Source: an optimization exercise on an open RTL-to-GDS flow (aim: small area, a short achievable clock period and few clock cycles per item). Production flows keep margins and buffers that such runs may drop.
The RTL was checked by simulation tests, not by an equivalence proof against the original design.

==> flow/design.v (outline; a module is shown in full before it is edited, if it fits) <==
// module Calvalid: 842 lines
// module CalvalidR: 847 lines
// module FullAdd: 4 lines
// module HitTest: 30 lines
module HitTest(
    input clk,
    input rst,
    input start,
    input rsel,
    input [15:0] x,
    input [15:0] y,
    input [15:0] notex,
    input [15:0] notey,
    input signed [15:0] indx,
    input signed [15:0] indy,
    output reg valJR,
    output reg valE,
    output reg valr,
    output reg valR,
    output reg ready
);
  // ...
==> flow/run.sh <==
#!/bin/bash
# synth_recipe.tcl (not shown) runs the flow's synth.tcl, then flattens the netlist and writes it again
# the make line also repeats each setting of config.mk as NAME=value (left out here)
make -C /OpenROAD-flow-scripts/flow DESIGN_CONFIG=/design/flow/config.mk WORK_HOME=/design/flow/orfs CLKGATE_MAP_FILE= SYNTH_SCRIPT=/design/flow/synth_recipe.tcl finish
==> flow/config.mk <==
export PLATFORM = sky130hd
export DESIGN_NAME = HitTest
export DESIGN_NICKNAME = HitTest
export VERILOG_FILES = /design/flow/design.v
export SDC_FILE = /design/flow/constraint.sdc
export NUM_CORES = 4
export LEC_CHECK = 0
export CAP_MARGIN = 20
export CORE_MARGIN = 2
export CORE_UTILIZATION = 40
export SLEW_MARGIN = 20
export SYNTH_HIERARCHICAL = 1
export SYNTH_MINIMUM_KEEP_SIZE = 0
==> flow/constraint.sdc <==
create_clock -name core_clock -period 10.0 [get_ports {clk}]
set_input_delay 2.0000 -clock core_clock [delete_from_list [all_inputs] [get_ports {clk}]]
set_output_delay 2.0000 -clock core_clock [all_outputs]
set_load 0.01 [all_outputs]
==> results_dict.tcl, run 1 <==
set metrics [dict create \
    outcome "complete, no violations" \
    num_vias 14529 \
    tightest_slew_ns 1.03 \
    cp_num_buf_inv 6 \
    synth_top_family_by_area "adder cells" \
    instances_no_fill 2644 \
    htree_levels 1 \
    cp_top_family "adder cells" \
    grt_use_met2_pct 39.1 \
    synth-simple-area-share_pct 17.5 \
    place_area_mm2 0.0205 \
    io_buffers 104 \
    whs_path_depth 2 \
    seq_area_frac_synth_pct 0.545 \
    syn2layout_area_growth_pct 12.0 \
    path_depth 27 \
    ant_nets 0 \
    std_cell_rows 78 \
    pre_cts_ws_ns 0.357 \
    met1_usage_pct 34.9 \
    yosys_warnings 7 \
    cts_max_path_buffers 2 \
    route.detailed.drc 0 \
    hold_viol_final 0 \
    wl_per_cell_um 21.0 \
    drtIter0Drc 1107 \
    wl_met2_um 25400 \
    clkCellAreaFrac_pct 0.384 \
    synth_area_leaders "fa_1 (52%), ha_1 (12%), nor2_1 (11%), xnor2_1 (3.1%), inv_1 (3.0%)" \
    cts-root-buf "clkbuf_16" \
    route.met3.wl_um 4720 \
    sh_seq_area_pct 0.487 \
]
Testbench counts, summed over its fixed seeds: cycles 16,000, items 16,000.
==> inputs of run 2 (changes only) <==
--- a/flow/config.mk
+++ b/flow/config.mk
@@ -8,6 +8,7 @@
 export CAP_MARGIN = 20
 export CORE_MARGIN = 2
 export CORE_UTILIZATION = 40
+export SETUP_SLACK_MARGIN = 2
 export SLEW_MARGIN = 20
 export SYNTH_HIERARCHICAL = 1
 export SYNTH_MINIMUM_KEEP_SIZE = 0
==> results_dict.tcl, run 2 <==
set metrics [dict create \
    ys_ff_latch 5 \
    final_nets 2943 \
    crit_path_end_kind "flop" \
    cts-root-buf "clkbuf_16" \
    whs_path_depth 2 \
    coreArea_mm2 0.0454 \
    path_depth 27 \
    crit_path_frequent_cell "fa_2" \
    slew_viol_final 0 \
    yosys_warnings 7 \
    pre_cts_ws_ns 0.209 \
    overflow 0 \
    ios 105 \
    cts_max_path_buffers 2 \
    cp_top_family "adder cells" \
    syn_nets 2682 \
    final_layout_size_suffix_gt1_share_pct 22.5 \
    clk_pin_slew_worst_paths_ns 0.04 \
    hold_viol_final 0 \
    required_ns 10.13 \
    dieArea_mm2 0.0476 \
    grt_max_degree 19 \
    final_cell_mix "nor2_1 (506), fa_1 (427), buf_4 (188)" \
    wl_per_cell_um 21.6 \
    synth_cells 1935 \
    synth_edf_count 0 \
    route.detailed.drc 0 \
    start_util_pct 40.4 \
    wirelength_um 60400 \
    grt_pass1_vias 17031 \
    cp_num_buf_inv 5 \
    crit_path_start_kind "input port" \
    worstHoldStart "start" \
    cts_tree "done" \
    first_pass_iters 6 \
    io_buffers 104 \
    hp-class "input port to flop" \
    syn2layout_area_growth_pct 26.4 \
    startpoint "x[0]" \
    setup_violations 0 \
    setup-tns-final_ns 0 \
    crit_path_top_delay_cell "fa_2" \
    synth_top_cell_area_share_pct 51.8 \
    clock-sinks 5 \
    synth.most_common_cell "nor2_1" \
    postLayoutSetupSlackWorst_ns 1.47 \
    max_clock_freq_mhz 117 \
    finalCriticalPeriod_ns 8.53 \
    synth_largest_area_cell "fa_1" \
    cts_buffers 3 \
    antenna_cells 0 \
    critPathMaxFanout 4 \
    worstSetupPathType "input port to flop" \
    std_cell_rows 78 \
    tightest_slew_ns 1.06 \
    ant_nets 0 \
    drtIter0Drc 1245 \
    outcome "complete, no violations" \
    relSlewSlack_pct 28.9 \
    rsz0062_at_grt "true" \
    crit_arrival_ns 8.66 \
    timing.hold.ws_ns 2.34 \
    place_hpwl_um 46900 \
    period_share_pct 85.3 \
    num_vias 15215 \
    chipHeight_um 218 \
    grt_pass1_wl_um 95500 \
    fillCellCount 4066 \
    die_x_um 218 \
    synth_area_leaders "fa_1 (52%), ha_1 (12%), nor2_1 (11%), xnor2_1 (3.1%), inv_1 (3.0%)" \
    worst_path_largest_cell_delay_ns 0.57 \
    vias_per_cell 5.44 \
    max_cap_violations 0 \
    synth_area_mm2 0.0184 \
    gp_congestion 0.904 \
    grt_usage_pct 26.4 \
    synth.avg_cell_area_um2 9.49 \
    final_util_pct 51.1 \
    ys_async_sr_fraction_pct 0 \
    htree_levels 1 \
    mostFrequentLayoutCell "nor2_1" \
    ys_types 78 \
    synth_commonest_cells "nor2_1 (527), fa_1 (475), ha_1 (172)" \
    synth_top_flop_cell "dfxtp_1" \
    antenna_found_initial 1 \
    seq_area_frac_synth_pct 0.545 \
]
run 2: cell types whose count changed in the layout (fill, tap and decap cells not counted), sizes merged:
cell	delta
buf	+162
clkbuf	+1
clkdlybuf4s15	+5
clkdlybuf4s50	-44
dlygate4sd2	+27
run 2: cell families after synthesis:
group,after synthesis,share of synthesized area [%]
buffers and inverters,224,4.62
muxes,3,0.191
xor gates and xnor gates,125,6.24
and+or+nand+nor,741,17.5
AOI/OAI and AO/OA,190,7.35
adders and majority gates,647,63.5
DFF,5,0.545
run 2: path summary, 6_finish.rpt:
path,slack [ns],endpoint
worst max-delay path,1.47,valE$_DFF_P_
worst min-delay path,2.34,ready$_DFF_P_
run 2: per-module statistics from Yosys (local to each module, per instance):
| module | flip-flops and latches | copies in the design | cells inside | area [um2] |
|---|---|---|---|---|
| FullAdd | 0 | 468 | 1 | 20.0 |
| Calvalid | 0 | 1 | 747 | 4500 |
| HitTest | 5 | 1 | 6 | 114 |
| CalvalidR | 0 | 1 | 714 | 4380 |
run 2: repair_timing:
item,4_1_cts,5_1_grt
pin swaps,123,62
gates cloned,3,0
gates resized for setup,318,63
setup buffers,117,25
hold buffers,0,0
endpoints found under the setup margin,4,4
run 2: cell type report:
cell class                      instances  area [um2]  area share, %
Multi-Input combinational cell       1706       18700           80.8
Sequential cell                         5         100          0.431
Inverter                              149         582           2.51
Tap cell                              600         751           3.24
Timing Repair Buffer                  331        2950           12.7
Clock buffer                            4        78.8          0.340
run 2: routing by layer:
layer	up-vias	share of wire (%)	wire, um	track usage [%]
li1	6643	-	-	-
met1	7786	41	24900	34.8
met2	683	47	28200	43.1
met3	103	8.3	5000	5.30
met4	0	3.9	2340	9.46
met5	-	0	0	0
run 2: per-stage QoR:
step	cell area, um2	std cells
detailed placement	20700	2646
floorplan	18600	1935
finish	23200	2795
CTS	22800	2770
global route	23200	2795
global placement	20700	2646
==> inputs of run 3 (changes only) <==
--- a/flow/config.mk
+++ b/flow/config.mk
@@ -8,7 +8,7 @@
 export CAP_MARGIN = 20
 export CORE_MARGIN = 2
 export CORE_UTILIZATION = 40
-export SETUP_SLACK_MARGIN = 2
+export SETUP_SLACK_MARGIN = 1
 export SLEW_MARGIN = 20
 export SYNTH_HIERARCHICAL = 1
 export SYNTH_MINIMUM_KEEP_SIZE = 0
==> results_dict.tcl, run 3 <==
set metrics [dict create \
    ys_ff_latch 5 \
    rsz0062_at_grt "false" \
    wl_per_cell_um 21.0 \
    synth.most_common_cell "nor2_1" \
    synth_edf_count 0 \
    synth_area_leaders "fa_1 (52%), ha_1 (12%), nor2_1 (11%), xnor2_1 (3.1%), inv_1 (3.0%)" \
    slew_viol_final 0 \
    ys_types 78 \
    die_x_um 218 \
    route.detailed.drc 0 \
    grt_max_degree 19 \
    htree_levels 1 \
    dieArea_mm2 0.0476 \
    synth_largest_area_cell "fa_1" \
    tightest_slew_ns 0.977 \
    gp_congestion 0.896 \
    grt_pass1_wl_um 88900 \
    final_nets 2843 \
    period_share_pct 87.3 \
    crit_path_start_kind "input port" \
    synth_top_flop_cell "dfxtp_1" \
    final_cell_mix "nor2_1 (519), fa_1 (450), ha_1 (159)" \
    max_cap_violations 0 \
    chipHeight_um 218 \
    worstHoldStart "start" \
    finalCriticalPeriod_ns 8.73 \
    syn2layout_area_growth_pct 17.3 \
    seq_area_frac_synth_pct 0.545 \
    final_layout_size_suffix_gt1_share_pct 11.7 \
    ios 105 \
    antenna_found_initial 1 \
    cts_buffers 3 \
    startpoint "notex[5]" \
    overflow 0 \
    pre_cts_ws_ns 0.357 \
    synth_area_mm2 0.0184 \
    outcome "complete, no violations" \
    crit_path_end_kind "flop" \
    dp_cells 2640 \
    worstSetupPathType "input port to flop" \
    final_util_pct 47.5 \
    place_hpwl_um 44900 \
    wirelength_um 56600 \
    cts-root-buf "clkbuf_16" \
    hold_viol_final 0 \
    grt_pass1_vias 16083 \
    syn_nets 2682 \
    cts_tree "done" \
    crit_arrival_ns 8.89 \
    ant_nets 0 \
    num_vias 14769 \
    clk_pin_slew_worst_paths_ns 0.05 \
    yosys_warnings 7 \
    antenna_cells 0 \
    setup-tns-final_ns 0 \
    vias_per_cell 5.48 \
    start_util_pct 40.4 \
    synth.avg_cell_area_um2 9.49 \
    coreArea_mm2 0.0454 \
    critPathMaxFanout 7 \
    ys_async_sr_fraction_pct 0 \
    first_pass_iters 5 \
    synth_top_cell_area_share_pct 51.8 \
    hp-class "input port to flop" \
    grt_usage_pct 24.3 \
    cts_max_path_buffers 2 \
    max_clock_freq_mhz 115 \
    std_cell_rows 78 \
    clock-sinks 5 \
    instances_no_fill 2695 \
    synth_commonest_cells "nor2_1 (527), fa_1 (475), ha_1 (172)" \
    setup_violations 0 \
    io_buffers 104 \
    postLayoutSetupSlackWorst_ns 1.27 \
    synth_cells 1935 \
    mostFrequentLayoutCell "nor2_1" \
    drtIter0Drc 1119 \
    relSlewSlack_pct 34.6 \
    required_ns 10.15 \
]
[run 3: cell counts after synthesis]
Identical to the previous run, type by type.
[run 3: layer usage]
layer	routed length [um]	global-route usage (%)
met3	4610	4.24
met5	13	0
met4	856	4.10
met2	26100	39.2
met1	25100	34.8
[run 3: cell type report]
cell class / count / area [um2]
multi-input cells: 1706 / 17900
inverters: 149 / 559
clock buffers: 4 / 78.8
fillers: 4270 / 23800
well taps: 600 / 751
flip-flops and latches: 5 / 100
repair buffers: 231 / 2160
[run 3: worst max-delay path, cell delays in order]
cell	delay (ns)
clkdlybuf4s50_1	0.46
inv_1	0.09
ha_4	0.25
and2_1	0.17
o311a_1	0.14
or3_2	0.49
a21oi_4	0.18
xor2_2	0.16
buf_6	0.17
buf_4	0.17
nor2_2	0.05
fa_2	0.42
fa_1	0.46
fa_1	0.51
fa_1	0.45
fa_1	0.49
fa_1	0.57
ha_4	0.22
xnor2_1	0.12
nor4_1	0.28
nand3_1	0.16
nor4_2	0.30
buf_4	0.18
buf_4	0.10
nand4_1	0.10
nor3_2	0.18
[run 3: per-module statistics from Yosys (local to each module, per instance)]
module	flops+latches	area (um2)
Calvalid	0	4500
CalvalidR	0	4380
FullAdd	0	20.0
HitTest	5	114
[run 3: stage by stage]
stage | area [um2] | hold slack, ns
2_1_floorplan | 18400 | 2.06
3_3_place_gp | 20500 | 2.57
3_5_place_dp | 20500 | 2.58
4_1_cts | 20800 | 2.31
5_1_grt | 21500 | 2.34
6_report | 21500 | 2.31
[run 3: cells by family after synthesis]
| group | synth area share (%) |
|---|---|
| mux | 0.191 |
| simple gates | 17.5 |
| xor+xnor | 6.24 |
| fa+ha+maj | 63.5 |
| compound gates | 7.35 |
| flops | 0.545 |
| buf+inv | 4.62 |
[run 3: worst paths after layout]
| kind | end | slack, ns | cells after the start |
|---|---|---|---|
| hold / removal | ready$_DFF_P_ | 2.31 | 2 |
| setup / recovery | valr$_DFF_P_ | 1.27 | 26 |
[run 3: repair_timing]
| item | in CTS | in global routing |
|---|---|---|
| hold buffers | 0 | 0 |
| endpoints found under the hold margin | 0 | 0 |
| pin swaps | 3 | 56 |
| endpoints found under the setup margin | 3 | 4 |
| gates resized for setup | 20 | 120 |
| setup buffers | 15 | 36 |

[what the ideal ports hide]
How much do the figures lean on ideal ports? The routed layouts below were timed once more, with nothing changed but the port constraints.
Step 1, drivers: a clkbuf_16 drives clk and a buf_2 each remaining input, both assumed.
Step 2, shift: input delay + t, output delay - t, t = (earliest + latest rising clock arrival at the registers) / 2. This alone moves slack from input paths to output paths.
Slacks: ideal / step 1 / step 2; pairs: ideal / step 1.
| run | t (ns) | setup slack, ns | hold WS [ns] | worst register clock-pin slew, ns | worst data-port slew with drivers (ns) |
|---|---|---|---|---|---|
| run 1 | 0.274 | 0.535 / 0.546 / 0.271 | 2.314 / 2.303 / 2.577 | 0.05 / 0.05 | 0.08 |
| run 2 | 0.258 | 1.473 / 1.466 / 1.208 | 2.338 / 2.337 / 2.595 | 0.04 / 0.04 | 0.05 |
| run 3 | 0.275 | 1.270 / 1.272 / 0.997 | 2.314 / 2.302 / 2.577 | 0.05 / 0.05 | 0.08 |
After both steps every run listed still meets setup and hold. The setup slack of run 3, which loses most, moves by +0.002 ns with the drivers and by -0.273 ns with both steps.
